Context: an optimization exercise on an open-source flow, tuned for small area and a short achievable clock period. The choices shown serve that exercise and are no tape-out recipe.
The RTL of this run was laid out without a check of its function.
Power is estimated from default activity; no workload was simulated.

==> flow/config.mk <==
export PLATFORM = sky130hd
export DESIGN_NAME = Main
export DESIGN_NICKNAME = Main
export VERILOG_FILES = /design/flow/design.v
export SDC_FILE = /design/flow/constraint.sdc
export NUM_CORES = 4
export LEC_CHECK = 0
export CAP_MARGIN = 20
export CORE_MARGIN = 2
export CORE_UTILIZATION = 40
export CTS_BUF_LIST = sky130_fd_sc_hd__clkbuf_4 sky130_fd_sc_hd__clkbuf_8
export GPL_TIMING_DRIVEN = 0
export SETUP_SLACK_MARGIN = 2.5
export SLEW_MARGIN = 20
export SYNTH_HIERARCHICAL = 1
==> flow/constraint.sdc <==
create_clock -name core_clock -period 9.0 [get_ports {clk}]
set_input_delay 1.8000 -clock core_clock [delete_from_list [all_inputs] [get_ports {clk}]]
set_output_delay 1.8000 -clock core_clock [all_outputs]
set_load 0.01 [all_outputs]
==> flow/design.v <==
`timescale 1ns / 1ps
module Main(
    input clk,
    input [7:0] instruction,
    input reset,
    output [7:0] ReadAddress,
    output [6:0] seg_ten,
    output [6:0] seg_one,
    output led
    );
  wire [1:0] op = instruction[7:6];
  wire [1:0] rs = instruction[5:4];
  wire [1:0] rt = instruction[3:2];
  wire [1:0] x  = instruction[1:0];
  wire [7:0] imm = {{7{x[1]}}, x[0]};
  wire is_add  = (op == 2'b00);
  wire is_lw   = (op == 2'b01);
  wire is_sw   = (op == 2'b10);
  wire is_jump = (op == 2'b11);
  wire [3:0] rsd = {rs == 2'd3, rs == 2'd2, rs == 2'd1, rs == 2'd0};
  wire [3:0] rtd = {rt == 2'd3, rt == 2'd2, rt == 2'd1, rt == 2'd0};
  reg [7:0] R0, R1, R2, R3;
  wire [7:0] A, B, HA;
  wire [3:0] LA;
  genvar b;
  generate
    for (b = 0; b < 8; b = b + 1) begin : rdport
      cpu_ao4 ua (.s(rsd), .d({R3[b], R2[b], R1[b], R0[b]}), .y(A[b]));
      cpu_ao4 ub (.s(rtd), .d({R3[b], R2[b], R1[b], R0[b]}), .y(B[b]));
      cpu_ao4 uh (.s(rsd), .d({R3[4:2] == b, R2[4:2] == b, R1[4:2] == b, R0[4:2] == b}), .y(HA[b]));
    end
    for (b = 0; b < 4; b = b + 1) begin : rdlo
      cpu_ao4 ul (.s(rsd), .d({R3[1:0] == b, R2[1:0] == b, R1[1:0] == b, R0[1:0] == b}), .y(LA[b]));
    end
  endgenerate
  wire [7:0] sum_ab, sum_ai;
  cpu_add8 u_addab (.a(A), .b(B), .s(sum_ab));      
  cpu_add8 u_addai (.a(A), .b(imm), .s(sum_ai));    
  wire [3:0] lo;
  wire c2;
  cpu_lo u_lo (.la(LA), .x(x), .lo(lo), .c2(c2));
  wire [7:0] hi;
  cpu_hi u_hi (.ha(HA), .c2(c2), .x1(x[1]), .hi(hi));
  wire [31:0] dec;
  cpu_dec u_dec (.hi(hi), .lo(lo), .dec(dec));
  reg [7:0] M [0:31];
  reg [31:0] MV;                 
  wire [7:0] rdm;
  wire written;
  genvar i;
  generate
    for (b = 0; b < 8; b = b + 1) begin : rdmem
      wire [31:0] col;
      for (i = 0; i < 32; i = i + 1) begin : c
        assign col[i] = M[i][b];
      end
      cpu_ao32 u (.s(dec), .d(col), .y(rdm[b]));
    end
  endgenerate
  cpu_ao32 u_wr (.s(dec), .d(MV), .y(written));
  wire [4:0] addr = sum_ai[4:0];
  wire [7:0] init = {{4{addr[4] & (addr[3:0] != 4'd0)}},
                     addr[4] ? (4'd0 - addr[3:0]) : addr[3:0]};
  wire [7:0] W;
  cpu_wmux u_w (.rdm(rdm), .written(written), .init(init),
                .sum_ai(sum_ai), .sum_ab(sum_ab), .is_lw(is_lw), .is_sw(is_sw), .w(W));
  wire [3:0] rwe;
  assign rwe[0] = (is_add & (x == 2'd0)) | (is_lw & (rt == 2'd0));
  assign rwe[1] = (is_add & (x == 2'd1)) | (is_lw & (rt == 2'd1));
  assign rwe[2] = (is_add & (x == 2'd2)) | (is_lw & (rt == 2'd2));
  assign rwe[3] = (is_add & (x == 2'd3)) | (is_lw & (rt == 2'd3));
  always @(posedge clk or posedge reset) begin
    if (reset) begin
      R0 <= 8'd0; R1 <= 8'd0; R2 <= 8'd0; R3 <= 8'd0;
    end else begin
      if (rwe[0]) R0 <= W;
      if (rwe[1]) R1 <= W;
      if (rwe[2]) R2 <= W;
      if (rwe[3]) R3 <= W;
    end
  end
  wire [31:0] mwe = {32{is_sw}} & dec;
  generate
    for (i = 0; i < 32; i = i + 1) begin : mw
      always @(posedge clk)
        if (mwe[i]) M[i] <= B;
    end
  endgenerate
  always @(posedge clk or posedge reset) begin
    if (reset) MV <= 32'd0;
    else MV <= MV | mwe;
  end
  reg [7:0] PC;
  always @(posedge clk or posedge reset) begin
    if (reset) PC <= 8'd0;
    else PC <= PC + 8'd1 + (is_jump ? imm : 8'd0);
  end
  assign ReadAddress = PC;
  assign led = reset;
  cpu_seg7 u_ten (.v(W[7:4]), .seg(seg_ten));
  cpu_seg7 u_one (.v(W[3:0]), .seg(seg_one));
endmodule
module cpu_ao4(input [3:0] s, input [3:0] d, output y);
  assign y = |(s & d);
endmodule
module cpu_ao32(input [31:0] s, input [31:0] d, output y);
  assign y = |(s & d);
endmodule
module cpu_add8(input [7:0] a, input [7:0] b, output [7:0] s);
  assign s = a + b;
endmodule
module cpu_lo(input [3:0] la, input [1:0] x, output [3:0] lo, output c2);
  assign lo = (x == 2'd0) ? la :
              (x == 2'd1) ? {la[2:0], la[3]} :
              (x == 2'd2) ? {la[1:0], la[3:2]} :
                            {la[0], la[3:1]};
  assign c2 = (x == 2'd0) ? 1'b0 :
              (x == 2'd1) ? la[3] :
              (x == 2'd2) ? (la[2] | la[3]) :
                            (la[1] | la[2] | la[3]);
endmodule
module cpu_hi(input [7:0] ha, input c2, input x1, output [7:0] hi);
  wire [7:0] up   = {ha[6:0], ha[7]};
  wire [7:0] down = {ha[0], ha[7:1]};
  assign hi = x1 ? (c2 ? ha : down) : (c2 ? up : ha);
endmodule
module cpu_dec(input [7:0] hi, input [3:0] lo, output [31:0] dec);
  genvar i;
  generate
    for (i = 0; i < 32; i = i + 1) begin : d
      assign dec[i] = hi[i / 4] & lo[i % 4];
    end
  endgenerate
endmodule
module cpu_wmux(input [7:0] rdm, input written, input [7:0] init,
                input [7:0] sum_ai, input [7:0] sum_ab,
                input is_lw, input is_sw, output [7:0] w);
  wire [7:0] rd = written ? rdm : init;
  assign w = is_lw ? rd : (is_sw ? sum_ai : sum_ab);
endmodule
module cpu_seg7(input [3:0] v, output reg [6:0] seg);
  always @* begin
    case (v)
      4'h0: seg = 7'b0111111;
      4'h1: seg = 7'b0000110;
      4'h2: seg = 7'b1011011;
      4'h3: seg = 7'b1001111;
      4'h4: seg = 7'b1100110;
      4'h5: seg = 7'b1101101;
      4'h6: seg = 7'b1111101;
      4'h7: seg = 7'b0000111;
      4'h8: seg = 7'b1111111;
      4'h9: seg = 7'b1101111;
      4'hA: seg = 7'b1110111;
      4'hB: seg = 7'b1011110;
      4'hC: seg = 7'b0111001;
      4'hD: seg = 7'b1001110;
      4'hE: seg = 7'b1111001;
      default: seg = 7'b1110001;
    endcase
  end
endmodule
==> flow/run.sh <==
#!/bin/bash
# synth_recipe.tcl (not shown) runs the flow's synth.tcl, then flattens the netlist and writes it again
# the make line also repeats each setting of config.mk as NAME=value (left out here)
make -C /OpenROAD-flow-scripts/flow DESIGN_CONFIG=/design/flow/config.mk WORK_HOME=/design/flow/orfs CLKGATE_MAP_FILE= SYNTH_SCRIPT=/design/flow/synth_recipe.tcl finish
==> impl_metrics.json <==
{
  "clockBufferDepth": 3,
  "clkLatencyLatePin_ns": 0.61,
  "core_um2": 37400,
  "hold_class": "flop to flop",
  "finalSetupViolCount": 0,
  "wl_per_cell_um": 21.7,
  "routed_wl_um": 39200,
  "swShare_pct": 39.0,
  "run_status": "timing/DRC/antenna clean",
  "min_to": "PC[7]$_DFF_PP0_",
  "period_minus_slack_ns": 7.76,
  "synth.distinct_cells": 61,
  "dp_hpwl_um": 24400,
  "regToRegEndpoint": "R1[6]$_DFFE_PP0P_",
  "seq_area_frac_synth_pct": 62.9,
  "pwr_density_cell_nw_per_um2": 414,
  "slew_headroom_pct": 46.4,
  "yosysWarnings": 9,
  "hold_depth": 1,
  "diodes": 0,
  "rsz0062_at_grt": "yes",
  "initial_utilization_pct": 40.3,
  "worst_hold_startpoint": "PC[7]$_DFF_PP0_",
  "p_leak_nw": 6.69,
  "ir_drop_mv": 0.446,
  "dr.pass1.iters": 5,
  "tns_ns": 0,
  "hold_slack_ns": 0.469,
  "final_cells": 1803,
  "num_rows": 71,
  "power_frac_comb_pct": 53.9,
  "power_mw": 7.73,
  "nets": 1290,
  "endpoint_kind": "output port",
  "synth_cells": 1089,
  "worstSetupPathType": "primary input to output port",
  "slew_viol_final": 0,
  "holdBufCountCts": 0,
  "ys.flop_type": "edfxtp_1",
  "overflow": 0,
  "start_kind": "primary input",
  "tightest_slew_ns": 0.801,
  "drc_errors": 0,
  "timing.final.crit_share_pct": 86.2,
  "fmax_mhz": 129,
  "die_area_um2": 39300,
  "cp.required_ns": 7.20,
  "grt_use_total_pct": 20.2,
  "die_y_um": 198,
  "grt_pass1_vias": 10100,
  "seqPwrFrac_pct": 27.8,
  "ant_nets": 0,
  "grt_pass1_wl_um": 59600,
  "vias": 10000,
  "ys_seq_elements": 328,
  "syn_to_final_growth_pct": 23.7,
  "grt_max_degree": 53,
  "clkTransAtPathRegs_ns": 0.06,
  "port_buffers": 31,
  "drive_gt1_share_pct": 34.2,
  "place_worst_setup_slack_ns": -0.681,
  "intPower_mw": 4.72,
  "dp_cells": 1632,
  "arrival_ns": 5.96,
  "max-cap-violations": 0,
  "r2r-start": "R0[4]$_DFFE_PP0P_",
  "cts_tree": "yes",
  "cts.sinks": 328,
  "netlist_area_um2": 15100,
  "root_buffer": "clkbuf_8",
  "via_per_inst": 5.56,
  "worst_slack_ns": 1.24,
  "async_flop_share_pct": 22.0,
  "htree_levels": 2,
  "clkPwrFrac_pct": 18.3,
  "antenna_found_initial": 1,
  "cts_made_buffers": 54,
  "r2r_cells": 17,
  "avgSynthCellArea_um2": 13.9,
  "reg2reg_slack_ns": 4.57,
  "die_x_um": 198,
  "cp_max_fo": 8,
  "synth_edf_count": 256,
  "dr.first_iter.drc_count": 830,
  "hold_viol": 0,
  "place_congestion": 0.868,
  "switching_power_mw": 3.02,
  "skew_ns": 0.0455,
  "syn_nets": 1132,
  "io_pins": 33
}
synthesized netlist by cell type (4+ instances only):
cell	count	share of area [%]
mux2i_1	39	2.6
xor2_1	4	0.23
and3b_1	4	0.23
nand2_1	54	1.3
mux2_2	30	2.2
xnor2_1	14	0.81
nor2b_1	12	0.50
nand4_1	37	1.5
a22oi_2	11	0.91
ha_1	31	2.6
nor3b_1	16	0.80
mux4_1	4	0.70
and3_1	4	0.17
or2_1	8	0.33
a22oi_1	191	9.5
and2_1	70	2.9
or2_2	25	1.0
nand2b_1	5	0.21
nor2_1	29	0.72
o21ai_2	4	0.23
a21oi_2	5	0.29
dfrtp_1	72	12
nand3_1	7	0.23
a21oi_1	21	0.70
buf_6	10	0.75
edfxtp_1	256	51
inv_1	25	0.62
clkbuf_1	14	0.35
o211ai_1	4	0.20
a211oi_1	7	0.35
o21ai_1	4	0.13
nor3_1	9	0.30
or4_1	11	0.55
o21ai_0	9	0.30
cell families after synthesis:
logic type,Yosys count,synth area share [%]
AOI/OAI and AO/OA,273,13.6
xor gates and xnor gates,18,1.04
adders and majority gates,33,2.84
buffers and inverters,54,1.88
DFF,328,62.9
muxes,75,5.72
and+or+nand+nor,308,12.1
worst max-delay path, stage by stage:
cell and delay, ns:
buf_12 0.12, and2_4 0.18, a22oi_2 0.14, nand2_2 0.13
buf_6 0.13, mux4_2 0.59, and2_4 0.25, a22oi_2 0.22
nand4_1 0.26, or4_4 0.62, buf_12 0.17, buf_4 0.13
buf_6 0.11, mux2i_4 0.18, mux2i_4 0.17, buf_12 0.15
buf_8 0.11, nand2b_4 0.12, nand2_2 0.06, a22oi_2 0.14
buf_2 0.15
per-layer routing:
layer	wire [um]	GRT usage, %	part of all wire [%]	up-vias
met3	2220	3.51	5.7	67
met4	1270	7.07	3.2	0
met1	16700	26.8	43	5077
met5	0	0	0	-
li1	-	-	-	4624
met2	19000	33.5	49	261
Yosys stat by module, one instance, submodules excluded:
module | cells inside | flops+latches | times used | area [um^2]
cpu_ao4 | 3 | 0 | 28 | 18.8
cpu_dec | 32 | 0 | 1 | 200
cpu_ao32 | 21 | 0 | 9 | 158
Main | 567 | 328 | 1 | 11200
cpu_wmux | 27 | 0 | 1 | 268
cpu_add8 | 41 | 0 | 2 | 310
cpu_hi | 24 | 0 | 1 | 219
cpu_seg7 | 38 | 0 | 2 | 273
cpu_lo | 8 | 0 | 1 | 124
layout make-up:
class | count | area, um^2
Multi-Input combinational cell | 712 | 6150
Tap cell | 511 | 639
Fill cell | 3193 | 18700
Timing Repair Buffer | 97 | 888
Clock inverter | 16 | 170
Sequential cell | 328 | 9490
Inverter | 27 | 116
Buffer | 27 | 191
Clock buffer | 85 | 1030
registers in the layout, summed over array words and instances (netlist names):
name / flops
M: 256
MV: 32
PC: 8
R0: 8
R1: 8
R2: 8
R3: 8
power groups by stage:
stage | clock network [mW] | registers, mW | logic [mW]
4_1_cts | 1.44 | 2.15 | 3.87
3_3_place_gp | 0 | 2.17 | 3.08
5_1_grt | 1.51 | 2.18 | 4.45
3_5_place_dp | 0 | 2.17 | 3.13
2_1_floorplan | 0 | 2.14 | 2.03
6_report | 1.42 | 2.15 | 4.17
placed cells by master (no fill, tap or decap), types with 27 or more instances in the layout:
| cell | instances |
|---|---|
| clkbuf_8 | 62 |
| a22oi_2 | 31 |
| and2_1 | 37 |
| buf_4 | 46 |
| edfxtp_1 | 256 |
| nor2_1 | 27 |
| nand2_1 | 34 |
| nand4_1 | 37 |
| a22oi_1 | 171 |
| dfrtp_1 | 72 |
| mux2_2 | 30 |
through the flow:
| step | instance area, um^2 | utilization [%] |
|---|---|---|
| 2_1_floorplan | 15200 | - |
| 5_1_grt | 18700 | 49.9 |
| 6_report | 18700 | 49.9 |
| 4_1_cts | 18300 | 49.0 |
| 3_3_place_gp | 16200 | 43.3 |
| 3_5_place_dp | 16200 | 43.4 |
worst max-delay path by stage:
stage	start	to	slack, ns	cells after the start
floorplan	instruction[5]	seg_ten[3]	1.93	20
global placement	instruction[5]	seg_one[3]	-0.64	20
detailed placement	instruction[5]	seg_one[3]	-0.68	20
CTS	instruction[5]	seg_one[3]	1.27	25
global route	instruction[5]	seg_one[3]	1.09	24
finish	instruction[5]	seg_one[6]	1.24	21
timing repair:
action / in CTS / in global routing
setup buffers: 46 / 17
pin swaps: 34 / 43
gates cloned: 6 / 1
resized for setup: 218 / 53
setup endpoints to repair: 14 / 14

-- afterwards: timing with drivers on the ports --
The flow's constraints put no driver on any port. The routed layout listed below was extracted and timed again, unchanged, in two steps.
Step 1 sets driving cells, clkbuf_16 on the clock port and buf_2 on the other inputs (assumed; they add their load-dependent delay and slew).
Step 2 also shifts input and output timing later by t, the mid clock arrival at the registers, as if the neighbouring blocks saw the same clock.
Slacks: ideal ports / drivers / drivers and shift; pairs: ideal ports / drivers.
t, ns: 0.639
setup WS [ns]: 1.244 / 1.199 / 1.199
worst data-port slew with drivers (ns): 0.07
After both steps setup and hold are still met in this run. For this run, drivers alone change the setup slack by -0.045 ns; drivers and shift together by -0.045 ns.
